What follows belongs to an exercise in optimizing a design on an open flow for small area, a short achievable clock period and few clock cycles; a production flow would make more cautious choices. RTL that was checked went through simulation tests only; none was proved equivalent to the original.

Design Cfu, start of the top module:
module Cfu (
  input               cmd_valid,
  output              cmd_ready,
  input      [9:0]    cmd_payload_function_id,
  input      [31:0]   cmd_payload_inputs_0,
  input      [31:0]   cmd_payload_inputs_1,
  output              rsp_valid,
  input               rsp_ready,
  output     [31:0]   rsp_payload_outputs_0,
  input               reset,
  input               clk
);
wire [2:0] opcode = cmd_payload_function_id[2:0];
wire ld_upper = opcode[1] & ~opcode[0];
reg         mode;
reg  [31:0] acc;
reg  [10:0] ups;       
reg         pending;   
reg         nib;       
wire hold = cmd_valid && opcode == 3'd2 && !mode && !nib;
wire go   = cmd_valid && !hold;
wire op0  = go && opcode == 3'd0;
wire op1  = go && opcode == 3'd1;
wire op2  = go && opcode == 3'd2;
wire op3  = go && opcode == 3'd3;
wire use_sum = op3 && !reset;
wire clr     = op1 || reset;
wire [10:0] psum;
Bitblade bitblade (
  .sel8(~mode & ~nib),
  .op3(use_sum),
  .in_a(cmd_payload_inputs_0),
  .in_b(cmd_payload_inputs_1),
  .acc(acc),
  .ldu(ld_upper),
  .p_g(ups & {11{mode & ~ld_upper}}),
  .keep(~use_sum & ~clr),
  .psum(psum),
  .rsp(rsp_payload_outputs_0)
);
assign cmd_ready = !hold;
assign rsp_valid = go | pending;
always @(posedge clk)
  acc <= rsp_payload_outputs_0;
always @(posedge clk) begin
  if (reset) begin
    mode    <= 1'b0;
    ups     <= 11'd0;
    pending <= 1'b0;
    nib     <= 1'b0;
  end else begin
    if (op0) mode <= cmd_payload_function_id[3];
    if (op2) ups <= psum;
    pending <= rsp_valid & ~rsp_ready;
    nib <= hold;
  end
end
endmodule
clock: 13.5 ns
lec_check: 0
cap_margin: 20
core_margin: 2
core_utilization: 40
setup_slack_margin: 1.5
slew_margin: 20
synth_hierarchical: 1
synth_minimum_keep_size: 0
standard.sh (not shown) runs the stock make flow with config.mk's settings and CLKGATE_MAP_FILE= SYNTH_SCRIPT=/design/flow/synth_recipe.tcl, a recipe that flattens the netlist after the stock synthesis.
==> flow/flow/run.sh <==
#!/bin/bash
# Standard layout, with the port buffers made from sky130_fd_sc_hd__buf_2 cells instead of
# the delay cells the flow picks by default.  make's output goes to
# standard.log; each tool's own log is under orfs/logs/.
set -euo pipefail
export BUFFER_PORTS_ARGS="-buffer_cell sky130_fd_sc_hd__buf_2"
bash standard.sh > standard.log 2>&1
Testbench counts at the start, summed over its fixed seeds: cycles 2,112.
Rerun with:
--- a/flow/design.v
+++ b/flow/design.v
@@ -28,14 +28,24 @@
 endmodule
 module O21AI (input a, input b, input c, output y);
 assign y = ~((a | b) & c);
 endmodule
 module OR2 (input a, input b, output y);
 assign y = a | b;
 endmodule
+module HISEL #(parameter W = 13) (
+  input  [W-1:0] a,
+  input          op3,
+  input          keep,
+  output [W-1:0] h1,
+  output [W-1:0] h0
+);
+assign h1 = op3 ? a + 1'b1 : a & {W{keep}};
+assign h0 = a & {W{keep | op3}};
+endmodule
 module Bitblade (
   input         sel8,    
   input         op3,     
   input  [31:0] in_a,
   input  [31:0] in_b,
   input  [31:0] acc,     
   input         ldu,     
@@ -1821,15 +1831,17 @@
 wire k1016;
 XNOR2 u1016 (.a(k931), .b(k996), .y(k1016));
 wire ck1017;
 assign ck1017 = k997;
 wire [18:0] lo = {k1016, k1015, k1014, k1013, k1012, k1011, k1010, k1009, k1008, k1007, k1006, k1005, k1004, k1003, k1002, k1001, k1000, k999, S998};
 wire [12:0] inc = acc[31:19] + 1'b1;
 wire [31:0] sum = {ck1017 ? inc : acc[31:19], lo};
-wire [31:0] rspv = {(op3 & ck1017) ? inc : acc[31:19] & {13{keep | op3}}, lo & {19{op3}} | acc[18:0] & {19{keep}}};
+wire [12:0] hi1, hi0;
+HISEL #(.W(13)) uhi (.a(acc[31:19]), .op3(op3), .keep(keep), .h1(hi1), .h0(hi0));
+wire [31:0] rspv = {ck1017 ? hi1 : hi0, lo & {19{op3}} | acc[18:0] & {19{keep}}};
 assign psum = sum[10:0];
 assign rsp = rspv;
 endmodule
 module Cfu (
   input               cmd_valid,
   output              cmd_ready,
   input      [9:0]    cmd_payload_function_id,
- The new run finished with timing, DRC and antenna clean
- flip-flop and latch count stays the same
- setup slack improved by 240 ps
- fmax went up by 2.1%
- routed wire length went up by 0.76%
- clock-buffer cell count went down by 1
- final area went up by 2.4%
- hold slack improved by 17 ps
- clock skew went down by 4.9 ps
- synthesized cell count went up by 2.9%
- critical path depth went down by 2
- synthesized area went up by 2.7%
- via count went up by 3.7%
For the second run of this note, only the layout was checked, not whether the RTL still works.

---

main:
Another version of the RTL of Cfu (not shown whole).
Size in the first run: roughly 46 flip-flops.
Settings: LEC_CHECK=0, CAP_MARGIN=20, CORE_MARGIN=2, CORE_UTILIZATION=40, SETUP_SLACK_MARGIN=1.5, SLEW_MARGIN=20, SYNTH_HIERARCHICAL=1, SYNTH_MINIMUM_KEEP_SIZE=0; clock period 13.5 ns.
Scripts as last shown in full above: flow/flow/run.sh
Testbench counts of main, summed over its fixed seeds: cycles 2,112.
[inputs] the feature branch vs main
--- a/flow/design.v
+++ b/flow/design.v
@@ -24,22 +24,32 @@
 assign y = ~(a ^ b);
 endmodule
 module A21OI (input a, input b, input c, output y);
 assign y = ~(a & b | c);
 endmodule
 module O21AI (input a, input b, input c, output y);
 assign y = ~((a | b) & c);
 endmodule
 module OR2 (input a, input b, output y);
 assign y = a | b;
 endmodule
+module HISEL #(parameter W = 13) (
+  input  [W-1:0] a,
+  input          op3,
+  input          keep,
+  output [W-1:0] h1,
+  output [W-1:0] h0
+);
+assign h1 = op3 ? a + 1'b1 : a & {W{keep}};
+assign h0 = a & {W{keep | op3}};
+endmodule
 module Bitblade (
   input         sel8,    
   input         op3,     
   input  [31:0] in_a,
   input  [31:0] in_b,
   input  [31:0] acc,     
   input         ldu,     
   input  [10:0] p_g,     
   input         keep,    
   output [10:0] psum,    
   output [31:0] rsp
@@ -1877,23 +1887,25 @@
 wire k1044;
 XOR2 u1044 (.a(k925), .b(k1024), .y(k1044));
 wire k1045;
 XOR2 u1045 (.a(k928), .b(k1025), .y(k1045));
 wire k1046;
 XOR2 u1046 (.a(k931), .b(k1026), .y(k1046));
 wire ck1047;
 assign ck1047 = k1027;
 wire [18:0] lo = {k1046, k1045, k1044, k1043, k1042, k1041, k1040, k1039, k1038, k1037, k1036, k1035, k1034, k1033, k1032, k1031, k1030, k1029, S1028};
 wire [12:0] inc = acc[31:19] + 1'b1;
 wire [31:0] sum = {ck1047 ? inc : acc[31:19], lo};
-wire [31:0] rspv = {(op3 & ck1047) ? inc : acc[31:19] & {13{keep | op3}}, lo & {19{op3}} | acc[18:0] & {19{keep}}};
+wire [12:0] hi1, hi0;
+HISEL #(.W(13)) uhi (.a(acc[31:19]), .op3(op3), .keep(keep), .h1(hi1), .h0(hi0));
+wire [31:0] rspv = {ck1047 ? hi1 : hi0, lo & {19{op3}} | acc[18:0] & {19{keep}}};
 assign psum = sum[10:0];
 assign rsp = rspv;
 endmodule
 module Cfu (
   input               cmd_valid,
   output              cmd_ready,
   input      [9:0]    cmd_payload_function_id,
   input      [31:0]   cmd_payload_inputs_0,
   input      [31:0]   cmd_payload_inputs_1,
   output              rsp_valid,
   input               rsp_ready,
## What came out
[compare] base=main new=the feature branch: worst setup slack has increased, core utilization has decreased, via count has increased, area of all placed cells without fillers has increased.
The RTL of the feature branch was laid out without a check of its function.

---

Setup of job 101:
Another version of the RTL of Cfu (not shown whole).
For scale: ~1,100 cells after synthesis, roughly 46 flip-flops, about 10,000 um2 of cells after synthesis.
Settings: LEC_CHECK=0, CAP_MARGIN=20, CORE_MARGIN=2, CORE_UTILIZATION=40, SETUP_SLACK_MARGIN=1.5, SLEW_MARGIN=20, SYNTH_HIERARCHICAL=1, SYNTH_MINIMUM_KEEP_SIZE=0; clock period 13.5 ns.
Scripts as last shown in full above: flow/flow/run.sh
Changes in job 102 relative to job 101:
--- a/flow/design.v
+++ b/flow/design.v
@@ -24,33 +24,24 @@
 assign y = ~(a ^ b);
 endmodule
 module A21OI (input a, input b, input c, output y);
 assign y = ~(a & b | c);
 endmodule
 module O21AI (input a, input b, input c, output y);
 assign y = ~((a | b) & c);
 endmodule
 module OR2 (input a, input b, output y);
 assign y = a | b;
 endmodule
-module HAP (
-  input  a,
-  input  b,
-  output s,
-  output co
-);
-assign s  = a ^ b;
-assign co = a & b;
-endmodule
-module MUX2 (input a, input b, input c, output y);
-assign y = c ? a : b;
+module INCR #(parameter W = 13) (input [W-1:0] a, output [W-1:0] y);
+assign y = a + 1'b1;
 endmodule
 module Bitblade (
   input         sel8,    
   input         op3,     
   input  [31:0] in_a,
   input  [31:0] in_b,
   input  [31:0] acc,     
   input         ldu,     
   input  [10:0] p_g,     
   input         keep,    
   output [10:0] psum,    
@@ -1887,58 +1878,28 @@
 wire k1043;
 XOR2 u1043 (.a(k922), .b(k1023), .y(k1043));
 wire k1044;
 XOR2 u1044 (.a(k925), .b(k1024), .y(k1044));
 wire k1045;
 XOR2 u1045 (.a(k928), .b(k1025), .y(k1045));
 wire k1046;
 XOR2 u1046 (.a(k931), .b(k1026), .y(k1046));
 wire ck1047;
 assign ck1047 = k1027;
 wire [18:0] lo = {k1046, k1045, k1044, k1043, k1042, k1041, k1040, k1039, k1038, k1037, k1036, k1035, k1034, k1033, k1032, k1031, k1030, k1029, S1028};
-wire [12:0] inc = acc[31:19] + 1'b1;
+wire [12:0] inc;
+INCR #(.W(13)) uinc (.a(acc[31:19]), .y(inc));
 wire [31:0] sum = {ck1047 ? inc : acc[31:19], lo};
 wire [12:0] hi1 = op3 ? inc : acc[31:19] & {13{keep}};
 wire [12:0] hi0 = acc[31:19] & {13{keep | op3}};
-wire k1048;
-O21AI u1048 (.a(k1017), .b(k1001), .c(k1016), .y(k1048));
-wire k1049;
-O21AI u1049 (.a(k1017), .b(k1001), .c(k1016), .y(k1049));
-wire k1050;
-MUX2 u1050 (.a(hi1[0]), .b(hi0[0]), .c(k1027), .y(k1050));
-wire k1051;
-MUX2 u1051 (.a(hi1[1]), .b(hi0[1]), .c(k1027), .y(k1051));
-wire k1052;
-MUX2 u1052 (.a(hi1[2]), .b(hi0[2]), .c(k1027), .y(k1052));
-wire k1053;
-MUX2 u1053 (.a(hi1[3]), .b(hi0[3]), .c(k1027), .y(k1053));
-wire k1054;
-MUX2 u1054 (.a(hi1[4]), .b(hi0[4]), .c(k1027), .y(k1054));
-wire k1055;
-MUX2 u1055 (.a(hi1[5]), .b(hi0[5]), .c(k1048), .y(k1055));
-wire k1056;
-MUX2 u1056 (.a(hi1[6]), .b(hi0[6]), .c(k1048), .y(k1056));
-wire k1057;
-MUX2 u1057 (.a(hi1[7]), .b(hi0[7]), .c(k1048), .y(k1057));
-wire k1058;
-MUX2 u1058 (.a(hi1[8]), .b(hi0[8]), .c(k1048), .y(k1058));
-wire k1059;
-MUX2 u1059 (.a(hi1[9]), .b(hi0[9]), .c(k1049), .y(k1059));
-wire k1060;
-MUX2 u1060 (.a(hi1[10]), .b(hi0[10]), .c(k1049), .y(k1060));
-wire k1061;
-MUX2 u1061 (.a(hi1[11]), .b(hi0[11]), .c(k1049), .y(k1061));
-wire k1062;
-MUX2 u1062 (.a(hi1[12]), .b(hi0[12]), .c(k1049), .y(k1062));
-wire [12:0] hi = {k1062, k1061, k1060, k1059, k1058, k1057, k1056, k1055, k1054, k1053, k1052, k1051, k1050};
-wire [31:0] rspv = {hi, lo & {19{op3}} | acc[18:0] & {19{keep}}};
+wire [31:0] rspv = {ck1047 ? hi1 : hi0, lo & {19{op3}} | acc[18:0] & {19{keep}}};
 assign psum = sum[10:0];
 assign rsp = rspv;
 endmodule
 module Cfu (
   input               cmd_valid,
   output              cmd_ready,
   input      [9:0]    cmd_payload_function_id,
   input      [31:0]   cmd_payload_inputs_0,
   input      [31:0]   cmd_payload_inputs_1,
   output              rsp_valid,
   input               rsp_ready,
Findings:
Total routing resource utilization after global routing of job 101 is on par with job 102.
Critical path capture point = rsp_payload_outputs_0[19]: job 101; critical path capture point = rsp_payload_outputs_0[30]: job 102
met2 routing resource usage after global routing on job 102 is down relative to job 101.
As of job 102, total standard cell area after synthesis had fallen slightly compared to job 101.
Function was not checked in any run of this note: the RTL went through the layout flow alone.

## what the ideal ports hide
Ports are ideal in the flow. The routed layouts listed here were re-timed in OpenROAD.
Step 1 assumes that a clkbuf_16 drives the clock port and a buf_2 every other input.
Step 2 adds t to the input delays and takes it off the output delays; t is the mean of the earliest and latest rising clock arrival at the registers after step 1. Input paths then give back, and output paths get back, about the clock's delay inside the block.
a / b / c = ideal ports / drivers / drivers and shift; a / b = the first two.
run | t, ns | slack for setup (ns) | hold slack, ns | latest minus earliest clock arrival (ns)
the first run of note 1 | 0.317 | 1.896 / 1.874 / 1.874 | 0.451 / 0.451 / 0.451 | 0.009 / 0.009
the second run of note 1 | 0.326 | 2.134 / 2.111 / 2.111 | 0.468 / 0.468 / 0.468 | 0.004 / 0.004
main | 0.320 | 1.862 / 1.842 / 1.842 | 0.453 / 0.453 / 0.453 | 0.008 / 0.009
the feature branch | 0.329 | 2.115 / 2.094 / 2.094 | 0.471 / 0.471 / 0.471 | 0.013 / 0.012
job 101 | 0.321 | 1.947 / 1.926 / 1.926 | 0.471 / 0.471 / 0.471 | 0.012 / 0.012
job 102 | 0.322 | 1.881 / 1.860 / 1.860 | 0.468 / 0.468 / 0.468 | 0.010 / 0.010
After both steps every run listed still meets setup and hold. For the second run of note 1, which loses most, drivers alone change the setup slack by -0.023 ns; drivers and shift together by -0.023 ns.
